What follows belongs to an exercise in optimizing a design on an open flow for small area; a production flow would make more cautious choices. The RTL of this run was laid out without a check of its function. Power and IR drop assume default switching activity.

==> flow/design.v <==
package arp_packet_generator_package;
	localparam [7:0] PRE_BYTE = 8'h55;
	localparam [7:0] SFD = 8'hd5;
	localparam [15:0] ARP_ETHERTYPE = 16'h0806;
	localparam [15:0] HTYPE = 16'd1;
	localparam [15:0] PTYPE = 16'h0800;
	localparam [7:0] HLEN = 8'd6;
	localparam [7:0] PLEN = 8'd4;
endpackage
package crc_32_byte_package;
	localparam [31:0] CRC_POLY_REFL = 32'hedb88320;
endpackage
import crc_32_byte_package::*;
module crc_32_byte
(
	input wire [31:0] crc_in,
	input wire [7:0] idx,
	input wire fill,
	output logic [31:0] crc_next
);
	always_comb begin
		logic [31:0] c;
		c = {24'd0, idx};
		for (int i = 0; i < 8; i++)
			c = c[0] ? ((c >> 1) ^ CRC_POLY_REFL) : (c >> 1);
		crc_next = {{8{fill}}, crc_in[31:8]} ^ c;
	end
endmodule
import arp_packet_generator_package::*;
import crc_32_byte_package::*;
module arp_packet_generator
(
	input wire clk,
	input wire rst_n,
	input wire [47:0] src_mac_add,
	input wire [47:0] des_mac_add,
	input wire [31:0] src_ip_add,
	input wire [31:0] des_ip_add,
	input wire [15:0] operator,
	input wire req,
	output logic gmii_tx_en,
	output logic [7:0] gmii_txd
);
	logic [6:0] st;
	logic [7:0] ring_a [16];
	logic [7:0] ring_b [6];
	logic [31:0] crc;
	logic [31:0] crc_next;
	logic accept;
	logic sel_a, sel_b1, sel_b2, sel_fcs;
	logic [7:0] field_byte;
	logic [7:0] pre_byte;
	logic [7:0] hdr_byte;
	logic crc_feed;
	logic [7:0] idx;
	assign accept = req && (st == 7'd0 || st == 7'd73);
	always_ff @(posedge clk or negedge rst_n) begin
		if (!rst_n)
			st <= 7'd0;
		else if (st == 7'd0 || st == 7'd73)
			st <= {6'd0, req};
		else
			st <= st + 7'd1;
	end
	always_ff @(posedge clk) begin
		if (accept) begin
			ring_a[9]  <= ~des_mac_add[47:40];
			ring_a[10] <= ~des_mac_add[39:32];
			ring_a[11] <= ~des_mac_add[31:24];
			ring_a[12] <= ~des_mac_add[23:16];
			ring_a[13] <= ~des_mac_add[15:8];
			ring_a[14] <= ~des_mac_add[7:0];
			ring_a[15] <= ~src_mac_add[47:40];
			ring_a[0]  <= ~src_mac_add[39:32];
			ring_a[1]  <= ~src_mac_add[31:24];
			ring_a[2]  <= ~src_mac_add[23:16];
			ring_a[3]  <= ~src_mac_add[15:8];
			ring_a[4]  <= ~src_mac_add[7:0];
			ring_a[5]  <= ~src_ip_add[31:24];
			ring_a[6]  <= ~src_ip_add[23:16];
			ring_a[7]  <= ~src_ip_add[15:8];
			ring_a[8]  <= ~src_ip_add[7:0];
			ring_b[5] <= ~operator[15:8];
			ring_b[0] <= ~operator[7:0];
			ring_b[1] <= ~des_ip_add[31:24];
			ring_b[2] <= ~des_ip_add[23:16];
			ring_b[3] <= ~des_ip_add[15:8];
			ring_b[4] <= ~des_ip_add[7:0];
		end else begin
			for (int i = 0; i < 16; i++)
				ring_a[i] <= ~ring_a[(i + 1) % 16];
			for (int i = 0; i < 6; i++)
				ring_b[i] <= ~ring_b[(i + 1) % 6];
		end
	end
	always_comb begin
		sel_a = (st >= 7'd10 && st <= 7'd21) || (st >= 7'd32 && st <= 7'd47);
		sel_b1 = (st == 7'd30 || st == 7'd31);
		sel_b2 = (st >= 7'd48 && st <= 7'd51);
		sel_fcs = (st >= 7'd70 && st <= 7'd73);
		crc_feed = (st >= 7'd10 && st <= 7'd69);
		case (st)
			7'd2, 7'd3, 7'd4, 7'd5, 7'd6, 7'd7, 7'd8: pre_byte = PRE_BYTE;
			7'd9:  pre_byte = SFD;
			default: pre_byte = 8'd0;
		endcase
		case (st)
			7'd22: hdr_byte = ARP_ETHERTYPE[15:8];
			7'd23: hdr_byte = ARP_ETHERTYPE[7:0];
			7'd24: hdr_byte = HTYPE[15:8];
			7'd25: hdr_byte = HTYPE[7:0];
			7'd26: hdr_byte = PTYPE[15:8];
			7'd27: hdr_byte = PTYPE[7:0];
			7'd28: hdr_byte = HLEN;
			7'd29: hdr_byte = PLEN;
			default: hdr_byte = 8'd0;
		endcase
	end
	logic [7:0] tap_raw;
	assign tap_raw = ({8{sel_a}} & ring_a[0]) | ({8{sel_b1}} & ring_b[0]) |
	                 ({8{sel_b2}} & ring_b[2]);
	assign field_byte = tap_raw ^ {8{st[0] & (sel_a | sel_b1 | sel_b2)}};
	assign idx = ({8{crc_feed}} & crc[7:0]) ^ (field_byte | hdr_byte);
	crc_32_byte u0
	(
		.crc_in(crc),
		.idx(idx),
		.fill(!crc_feed),
		.crc_next(crc_next)
	);
	always_ff @(posedge clk)
		crc <= crc_next;
	assign gmii_tx_en = (st >= 7'd2 && st <= 7'd73);
	assign gmii_txd = field_byte | pre_byte | hdr_byte | ({8{sel_fcs}} & ~crc[7:0]);
endmodule
==> flow/flow/run.sh <==
#!/bin/bash
# Layout with the standard ORFS flow (standard.sh), with these changes:
#  - synthesis maps the logic with ABC's area mapper (flow/synth_area.tcl);
#  - the input and output ports get the smallest buffer (buf_1);
#  - clock tree synthesis inserts no dummy loads and uses clkbuf_8 buffers with clusters of at most 16 sinks.
set -e
export FLOW_WORK=$PWD
sed "s#SYNTH_SCRIPT=[^ ]*#SYNTH_SCRIPT=$PWD/flow/synth_area.tcl#" standard.sh > standard_area.sh
grep -q "SYNTH_SCRIPT=$PWD/flow/synth_area.tcl" standard_area.sh
export BUFFER_PORTS_ARGS="-buffer_cell sky130_fd_sc_hd__buf_1"
export CTS_ARGS="-sink_clustering_enable -repair_clock_nets -dont_use_dummy_load -buf_list {sky130_fd_sc_hd__clkbuf_4} -sink_clustering_size 10 -sink_clustering_max_diameter 300"
bash standard_area.sh > standard.log 2>&1
==> flow/flow/area.abc <==
strash
dch -f
amap
==> flow/flow/synth_area.tcl <==
# The standard synthesis (synth_recipe.tcl, which this sources unchanged),
# except that the technology mapping of the combinational logic uses ABC's
# area-oriented mapper (area.abc) instead of ORFS's delay-oriented script.
set area_abc_script [file join [file dirname [file normalize [info script]]] area.abc]
proc abc {args} {
  set i [lsearch -exact $args -script]
  if { $i >= 0 } {
    lset args [expr { $i + 1 }] $::area_abc_script
  }
  yosys abc {*}$args
}
source $::env(FLOW_WORK)/synth_recipe.tcl
==> flow/standard.sh <==
#!/bin/bash
# synth_recipe.tcl (not shown) runs the flow's synth.tcl, then flattens the netlist and writes it again
# the make line also repeats each setting of config.mk as NAME=value (left out here)
make -C /OpenROAD-flow-scripts/flow DESIGN_CONFIG=/design/flow/config.mk WORK_HOME=/design/flow/orfs CLKGATE_MAP_FILE= SYNTH_SCRIPT=/design/flow/synth_recipe.tcl "${@:-finish}"
==> flow/config.mk <==
export PLATFORM = sky130hd
export DESIGN_NAME = arp_packet_generator
export DESIGN_NICKNAME = arp_packet_generator
export VERILOG_FILES = /design/flow/design.v
export SDC_FILE = /design/flow/constraint.sdc
export NUM_CORES = 4
export LEC_CHECK = 0
export CAP_MARGIN = 20
export CORE_MARGIN = 2
export CORE_UTILIZATION = 40
export SLEW_MARGIN = 20
==> flow/constraint.sdc <==
create_clock -name core_clock -period 5.0 [get_ports {clk}]
set_input_delay 1.0000 -clock core_clock [delete_from_list [all_inputs] [get_ports {clk}]]
set_output_delay 1.0000 -clock core_clock [all_outputs]
set_load 0.01 [all_outputs]
==> out/metrics.csv <==
metric,value,unit
status,finished clean,
CP max-delay cell,dfrtp_1,
synthesized area per cell,10.5,um^2
flop-to-flop setup slack,0.52,ns
met3 routed WL,1.29,mm
Leakage,0.00305,uW
full die area,0.0182,mm^2
Core ar.,0.0166,mm^2
share of the yosys chip area belonging to registers,63.4,%
CP endpoint kind,primary output,
DIE HEIGHT,135,um
main area contributors after synthesis,"dfxtp_1 (61%), o22ai_1 (19%), nor2_1 (3.0%), dfrtp_1 (2.6%), o21ai_0 (2.0%)",
MaxCap Viol Count,0,
Yosys top cell area share,60.9,%
CTS root buf,clkbuf_4,
depth of the worst register-to-register path,20,
wire per inst,16.2,um
drt pass-1 iters,5,
count of final setup violators,0,
Max Fclk,220,MHz
Fillers,1621,
Crit path depth,12,
TritonCTS Buffers,25,
synthesis-to-finish area growth,19.7,%
grt total ovfl,0,
Fin Clk Skew,0.0456,ns
Reg-to-Reg End,crc[20]$_DFF_P_,
final instance area,0.00819,mm^2
Syn Std Cell Area,0.00684,mm^2
Total Wirelength,17.9,mm
initial antenna violation count,0,
residual DRC count,0,
slew margin rel.,30.4,%
Ys Warns,4,
worst-margin pin slew,1.04,ns
fin nets,1071,
worst skew pair latency,0.62,ns
worst vdd ir,0.151,mV
num rows,47,
Initial Utilization,41.1,%
Final Slew Violations,0,
"FF+latch count, synth",215,
via count,5784,
post-route insts no fill,1104,
Clock Path Buffers,3,
power per cell area,307,mW/mm^2
dpl hpwl,12.6,mm
critical path launch point type,flip-flop,
Ports,188,
Tot GR Track Use,18.9,%
routability-driven placement congestion ratio,0.897,
critical path's most frequent cell,nor2_1,
Period minus WS final,4.55,ns
final worst path period share,91.0,%
cell count after synthesis,653,
top sig layer,met4,
RR Startpoint,st[6]$_DFF_PN0_,
Die Width,135,um
Post-synth EDFFs,0,
count of placed standard cells including taps,1079,
Critical Path Source,st[6]$_DFF_PN0_,
first-pass GRT wire length,27.7,mm
ys flop type,dfxtp_1,
H-tree Lvls,1,
crit-path leading delay family,compound AO/OA/AOI/OAI gates,
Max Fanout on Critical Path,9,
Worst-path clk slew,0.12,ns
Max stage delay on crit path,0.48,ns
worst path cell trace,nor2_1 -> clkinv_1 -> nor2_1 -> clkinv_1 -> nor2_1 -> o22ai_1 -> buf_4 -> a222oi_1 -> nor2_1 -> a211oi_2 -> o21ai_0 -> buf_1,
Yosys cell types,30,
setup bufs post-CTS,0,
met1 WL,8.11,mm
Buffers & Inverters on Critical Path,4,
largest net degree at the start of global routing,107,
met2 WL post-DR,8.05,mm
"Async S/R FF share, synth",3.26,%
Iteration-0 DRC Markers,266,
count of final hold-check violations,0,
via/cell ratio,5.24,
TritonCTS clock tree,built,
Hold Crit Class,primary input to asynchronous set/reset pin,
syn nets,838,
DP Area,0.00798,mm^2
worst setup path category,flip-flop to primary output,
leading area contributor after synthesis,dfxtp_1,
clk sinks,215,
"Req. time, crit path",4.00,ns
vias in the first global route,5527,
Routed Antenna Nets,0,
layout cells sized above 1,5.77,%
Port-buffer cells,187,
Ant. Diodes,0,
critical path arrival,3.55,ns
-- repair_timing --
| action | CTS | global route |
|---|---|---|
| resized for setup | 0 | 5 |
| endpoints found under the setup margin | 0 | 8 |
| hold buffers | 0 | 0 |
-- flip-flops by register name, indices dropped and copies added (netlist names) --
signal	flops
ring_a	128
ring_b	48
st	7
crc	32
-- logic make-up (layout without fill, tap and decap cells) --
family                   after synthesis  in the layout  share of synthesized area (%)
AO/OA/AOI/OAI                        284            284                           26.0
buffers and inverters                 34            265                           1.87
adder cells (fa/ha/maj)                6              6                           1.10
AND/OR/NAND/NOR                      104            104                           6.35
flip-flops                           215            215                           63.4
XOR/XNOR                              10             10                           1.28
-- report_power, final --
part	switching, uW	leakage [uW]	internal [uW]	total (uW)
Combinational	22.0	0.000972	36.7	58.7
Sequential	0	0.00196	1710	1710
Clock	511	0.000115	230	741
-- through the flow --
step	setup WS [ns]	total power [uW]	setup TNS (ns)	util [%]	hold WS (ns)
2_1_floorplan	0.542	1760	0	-	0.407
3_3_place_gp	0.565	1810	0	47.9	0.412
3_5_place_dp	0.491	1810	0	47.9	0.415
4_1_cts	0.334	2550	0	49.1	0.229
5_1_grt	-0.0251	2630	-0.0293	49.2	0.264
6_report	0.448	2510	0	49.2	0.264
-- routing by layer --
metal  GRT usage, %  vias up
li1               -     2976
met1           24.7     2593
met2           31.0      181
met3           4.80       34
met4           5.61        0
met5              0        -
-- synth_stat cells, drive strengths merged (4+ instances only) --
cell / count
o21ai: 28
nor2b: 10
xor2: 9
a222oi: 8
dfrtp: 7
nor2: 55
nand2: 29
a31oi: 4
clkinv: 34
a21oi: 22
o22ai: 207
dfxtp: 208
ha: 6
-- cell usage in the layout (no fill, tap or decap), types with 4 or more instances in the layout --
| cell | instances |
|---|---|
| a21oi_1 | 21 |
| a222oi_1 | 8 |
| a31oi_1 | 4 |
| buf_1 | 187 |
| buf_4 | 19 |
| clkbuf_4 | 25 |
| clkinv_1 | 32 |
| dfrtp_1 | 7 |
| dfxtp_1 | 208 |
| ha_1 | 6 |
| nand2_1 | 28 |
| nor2_1 | 55 |
| nor2b_1 | 10 |
| o21ai_0 | 28 |
| o22ai_1 | 206 |
| xor2_1 | 9 |
-- worst reg2reg max path: cells and delay by family, from the launching register on --
family,cells,cell delay (ns)
AO/OA/AOI/OAI,8,2.08
buffers and inverters,6,1.02
flip-flops,1,0.48
AND/OR/NAND/NOR,6,0.86
-- how the worst max path moves through the flow --
stage / end / slack [ns]
6_report: gmii_txd[1] / 0.45
2_1_floorplan: crc[19]$_DFF_P_ / 0.54
5_1_grt: crc[23]$_DFF_P_ / -0.03
3_3_place_gp: crc[20]$_DFF_P_ / 0.56
3_5_place_dp: crc[21]$_DFF_P_ / 0.49
4_1_cts: gmii_txd[3] / 0.33
-- cell type report --
type | count | area [um^2] | share of cell area [%]
multi-input combinational | 404 | 2410 | 29.4
timing repair buffer | 206 | 845 | 10.3
inverter | 34 | 130 | 1.59
sequential | 215 | 4340 | 53.0
clock buffer | 25 | 188 | 2.29
tap | 220 | 275 | 3.36

==> what the ideal ports hide <==
No port has a modelled driver above. Below, the same layout with a new extraction and two added sets of constraints. Step 1, drivers: a clkbuf_16 drives clk and a buf_2 each remaining input, both assumed. Step 2 adds t to the input delays and takes it off the output delays; t is the mean of the earliest and latest rising clock arrival at the registers after step 1. Input paths then give back, and output paths get back, about the clock's delay inside the block. a / b / c = no drivers / after step 1 / after step 2; a / b = the first two.
t (ns): 0.633
setup slack, ns: 0.448 / 0.414 / 0.519
worst slew at a driven data input, ns: 0.07
After both steps setup and hold are still met in this run. The setup slack of this run moves by -0.034 ns with the drivers and by +0.071 ns with both steps.
